From an optimization exercise on the open Yosys and OpenROAD flow, aimed at small area; shortcuts taken in it are not production practice. The RTL was checked by simulation tests, not by an equivalence proof against the original design. The clock port is modelled as an ideal driver, which makes a skipped or thinned clock tree look cheaper than it is; a real chip needs a root buffer or a tree. Power is estimated from default activity; no workload was simulated.

==> flow/design.v <==
`timescale 1ns / 1ps
module UART(
    input clk,
    input rst,
    input start,
    input [7:0] tx_in,
    input rx,
    output tx,
    output [7:0] rx_output,
    output rx_done,
    output tx_done
);
    reg [3:0] q;
    reg [3:0] j;
    reg [7:0] tdata;
    reg tmux;
    wire t_idle = (q[3] & ~j[1] & ~j[2] & ~j[3]);
    wire t_end = (j[2] & j[3]);
    wire t_load = rst | t_end | (t_idle & ~start);
    wire q_wrap = (q[1] & q[2]);
    wire [3:0] q_nx = {((q[2])), ((q[1])), ((q[0])), ((q[0] & q[3]) | (~q[0] & ~q[2] & ~q[3]) | (~q[0] & ~q[1] & ~q[3]))};
    wire [3:0] j_tg = {((j[0] & j[1] & j[2])), ((j[0] & j[1])), ((j[0])), (1'b1)};
    always @(*) begin
        case ({j[2], j[1], j[0]})
            3'd0: tmux = tdata[5];
            3'd1: tmux = tdata[6];
            3'd2: tmux = tdata[7];
            3'd3: tmux = tdata[0];
            3'd4: tmux = tdata[1];
            3'd5: tmux = tdata[2];
            3'd6: tmux = tdata[3];
            3'd7: tmux = tdata[4];
            default: tmux = 1'b1;
        endcase
    end
    always @(posedge clk) begin
        q <= t_load ? 4'd9 : q_nx;
        j <= t_load ? 4'd1 : (j ^ ({4{q_wrap}} & j_tg));
        if (t_idle) tdata <= tx_in;
    end
    assign tx = (((j[0] & j[1]) | (j[3]) | (j[2])) & tmux) | (j[0] & j[1] & j[3]) | (j[2] & j[3]) | (q[0] & ~j[1] & ~j[2] & ~j[3]);
    assign tx_done = (q[0] & q[1] & j[0] & j[1] & j[3]);
    reg [3:0] p;
    reg [3:0] i;
    reg [7:0] rdata;
    wire r_idle = (~i[0] & ~i[1] & ~i[2] & ~i[3]);
    wire i_step = (r_idle & ~rx) | ((~p[1] & ~p[3]));
    wire [3:0] p_nx = {((p[2])), ((p[1])), ((p[0])), ((p[0] & ~p[3]) | (~p[1] & ~p[2]) | (~p[0] & p[3]))};
    wire [3:0] i_tg = {((i[0] & i[1] & i[3]) | (i[0] & i[1] & i[2])), ((i[0] & i[1] & ~i[3])), ((i[0])), (1'b1)};
    always @(posedge clk) begin
        p <= (rst | r_idle) ? 4'd9 : p_nx;
        i <= rst ? 4'd0 : (i ^ ({4{i_step}} & i_tg));
        if (((~p[0] & ~p[2])) & ((~i[3]) | (~i[1]))) rdata <= {rx, rdata[7:1]};
    end
    assign rx_output = rdata;
    assign rx_done = (~p[1] & ~p[2] & i[0] & i[1] & i[3]);
endmodule
clock: 10.0 ns
lec_check: 0
cap_margin: 0
core_area: 3 3 63 63
die_area: 0 0 66 66
gpl_timing_driven: 0
slew_margin: 0
standard.sh (not shown) runs the stock make flow with config.mk's settings and CLKGATE_MAP_FILE= SYNTH_SCRIPT=/design/flow/synth_recipe.tcl, a recipe that flattens the netlist after the stock synthesis.
==> flow/flow/run.sh <==
#!/bin/bash
# Own flow: the standard layout (standard.sh), with three changes:
#  - synthesis maps the logic with an area-oriented abc script (flow/area.abc);
#  - port buffers are sky130_fd_sc_hd__buf_1 instead of the default choice;
#  - the clock is buffered by flow/my_cts.tcl (a few clock buffers, each
#    driving one cluster of flip-flops) in place of TritonCTS.
# Each tool's output goes to a log file of its own in this folder.
set -euo pipefail
export MY_WORK="$PWD"
export MY_ABC_SCRIPT="$PWD/flow/area.abc"
ARGS=(SYNTH_SCRIPT="$PWD/flow/my_synth.tcl" BUFFER_PORTS_ARGS="-buffer_cell sky130_fd_sc_hd__buf_1")
bash standard.sh "${ARGS[@]}" place > flow_place.log 2>&1
RES="$PWD/orfs/results/sky130hd/UART/base"
MY_RESULTS="$RES" PLATFORM_DIR="$FLOW_HOME/platforms/sky130hd" CLK_K=1 CLK_BUF=sky130_fd_sc_hd__clkbuf_16 \
  openroad -no_init -exit flow/my_cts.tcl > flow_cts.log 2>&1
bash standard.sh "${ARGS[@]}" finish > flow_finish.log 2>&1
==> flow/flow/my_cts.tcl <==
# Clock buffering in place of TritonCTS: the clock port drives CLK_K buffers
# (CLK_BUF cells), each driving one cluster of the flip-flops (k-means on
# their placed locations). Then legalise, and write the CTS step's results.
set P $::env(PLATFORM_DIR)
read_lef $P/lef/sky130_fd_sc_hd.tlef
read_lef $P/lef/sky130_fd_sc_hd_merged.lef
read_liberty $P/lib/sky130_fd_sc_hd__tt_025C_1v80.lib
read_db $::env(MY_RESULTS)/3_place.odb
read_sdc $::env(MY_RESULTS)/3_place.sdc
source $P/setRC.tcl

set block [ord::get_db_block]
set db [ord::get_db]
set K $::env(CLK_K)
set master [$db findMaster $::env(CLK_BUF)]
set clkport [$block findBTerm clk]
set clknet [$clkport getNet]
set sinks {}
foreach it [$clknet getITerms] { lappend sinks $it }
puts "clock sinks: [llength $sinks]"

# k-means on sink locations
set pts {}
foreach it $sinks {
  set b [[$it getInst] getBBox]
  lappend pts [list [expr {([$b xMin] + [$b xMax]) / 2.0}] [expr {([$b yMin] + [$b yMax]) / 2.0}]]
}
set n [llength $pts]
set sorted [lsort -real -index 0 $pts]
set cents {}
for {set k 0} {$k < $K} {incr k} {
  lappend cents [lindex $sorted [expr {int(($k + 0.5) * $n / $K)}]]
}
for {set iter 0} {$iter < 50} {incr iter} {
  set assign {}
  foreach p $pts {
    set best 0; set bd 1e30
    for {set k 0} {$k < $K} {incr k} {
      set c [lindex $cents $k]
      set d [expr {abs([lindex $p 0] - [lindex $c 0]) + abs([lindex $p 1] - [lindex $c 1])}]
      if {$d < $bd} { set bd $d; set best $k }
    }
    lappend assign $best
  }
  set new {}
  for {set k 0} {$k < $K} {incr k} {
    set sx 0.0; set sy 0.0; set c 0
    foreach p $pts a $assign { if {$a == $k} { set sx [expr {$sx + [lindex $p 0]}]; set sy [expr {$sy + [lindex $p 1]}]; incr c } }
    if {$c > 0} { lappend new [list [expr {$sx / $c}] [expr {$sy / $c}]] } else { lappend new [lindex $cents $k] }
  }
  set cents $new
}
for {set k 0} {$k < $K} {incr k} {
  set inst [odb::dbInst_create $block $master clkbuf_my_$k]
  set net [odb::dbNet_create $block clknet_my_$k]
  $net setSigType CLOCK
  [$inst findITerm A] connect $clknet
  [$inst findITerm X] connect $net
  set c [lindex $cents $k]
  $inst setLocation [expr {int([lindex $c 0])}] [expr {int([lindex $c 1])}]
  $inst setPlacementStatus PLACED
  set cnt 0
  foreach it $sinks a $assign { if {$a == $k} { $it disconnect; $it connect $net; incr cnt } }
  puts "buffer $k at $c drives $cnt sinks"
}
set_placement_padding -global -left 0 -right 0
detailed_placement
check_placement -verbose
set_propagated_clock [all_clocks]
estimate_parasitics -placement
set sl {}
foreach p [get_pins -hierarchical */CLK] { lappend sl [get_property $p slew_max] }
puts "max clock pin slew (placement estimate): [lindex [lsort -real $sl] end]"
report_clock_skew
report_worst_slack -min
report_worst_slack -max
write_db $::env(MY_RESULTS)/4_1_cts.odb
write_sdc $::env(MY_RESULTS)/4_cts.sdc
Other scripts of this flow, unchanged in this note and not shown: flow/flow/area.abc, flow/flow/my_synth.tcl
Rerun with:
--- a/flow/flow/run.sh
+++ b/flow/flow/run.sh
@@ -12,5 +12,5 @@
 bash standard.sh "${ARGS[@]}" place > flow_place.log 2>&1
 RES="$PWD/orfs/results/sky130hd/UART/base"
-MY_RESULTS="$RES" PLATFORM_DIR="$FLOW_HOME/platforms/sky130hd" CLK_K=1 CLK_BUF=sky130_fd_sc_hd__clkbuf_16 \
+MY_RESULTS="$RES" PLATFORM_DIR="$FLOW_HOME/platforms/sky130hd" CLK_K=2 CLK_BUF=sky130_fd_sc_hd__clkbuf_8 \
   openroad -no_init -exit flow/my_cts.tcl > flow_cts.log 2>&1
 bash standard.sh "${ARGS[@]}" finish > flow_finish.log 2>&1
=> The changed run completed without violations; hold slack gets worse by 6.5 ps; power barely changes; synthesized area does not change; design area hardly moves; final cell count rises by 0.64%; die area does not change; via count climbs by 0.99%.
No run of this note takes its clock network from TritonCTS; it comes from the design's own scripts or RTL.

==> what the ideal ports hide <==
In the flow no input, the clock included, has a driving cell. The finished layouts below were timed again as built, in two steps.
Step 1 (the two cells are an assumption about what drives the block):
set clk [get_ports {clk}]
set_driving_cell -lib_cell sky130_fd_sc_hd__clkbuf_16 $clk
set_driving_cell -lib_cell sky130_fd_sc_hd__buf_2 [delete_from_list [all_inputs] $clk]
Step 2 moves the port delays by t, midway between the first and last clock arrival at a register: inputs arrive t later, outputs are due t later. That takes back most of the time a late clock gives input paths.
a / b / c = ideal / step 1 / step 2; a / b = the first two.
run | shift t [ns] | setup WS [ns] | latest minus earliest clock arrival (ns) | worst slew at a driven data input, ns
the first run | 0.196 | 6.494 / 6.466 / 6.662 | 0.003 / 0.002 | 0.03
the second run | 0.183 | 6.510 / 6.477 / 6.660 | 0.009 / 0.009 | 0.03
After both steps setup and hold are still met in every run listed.
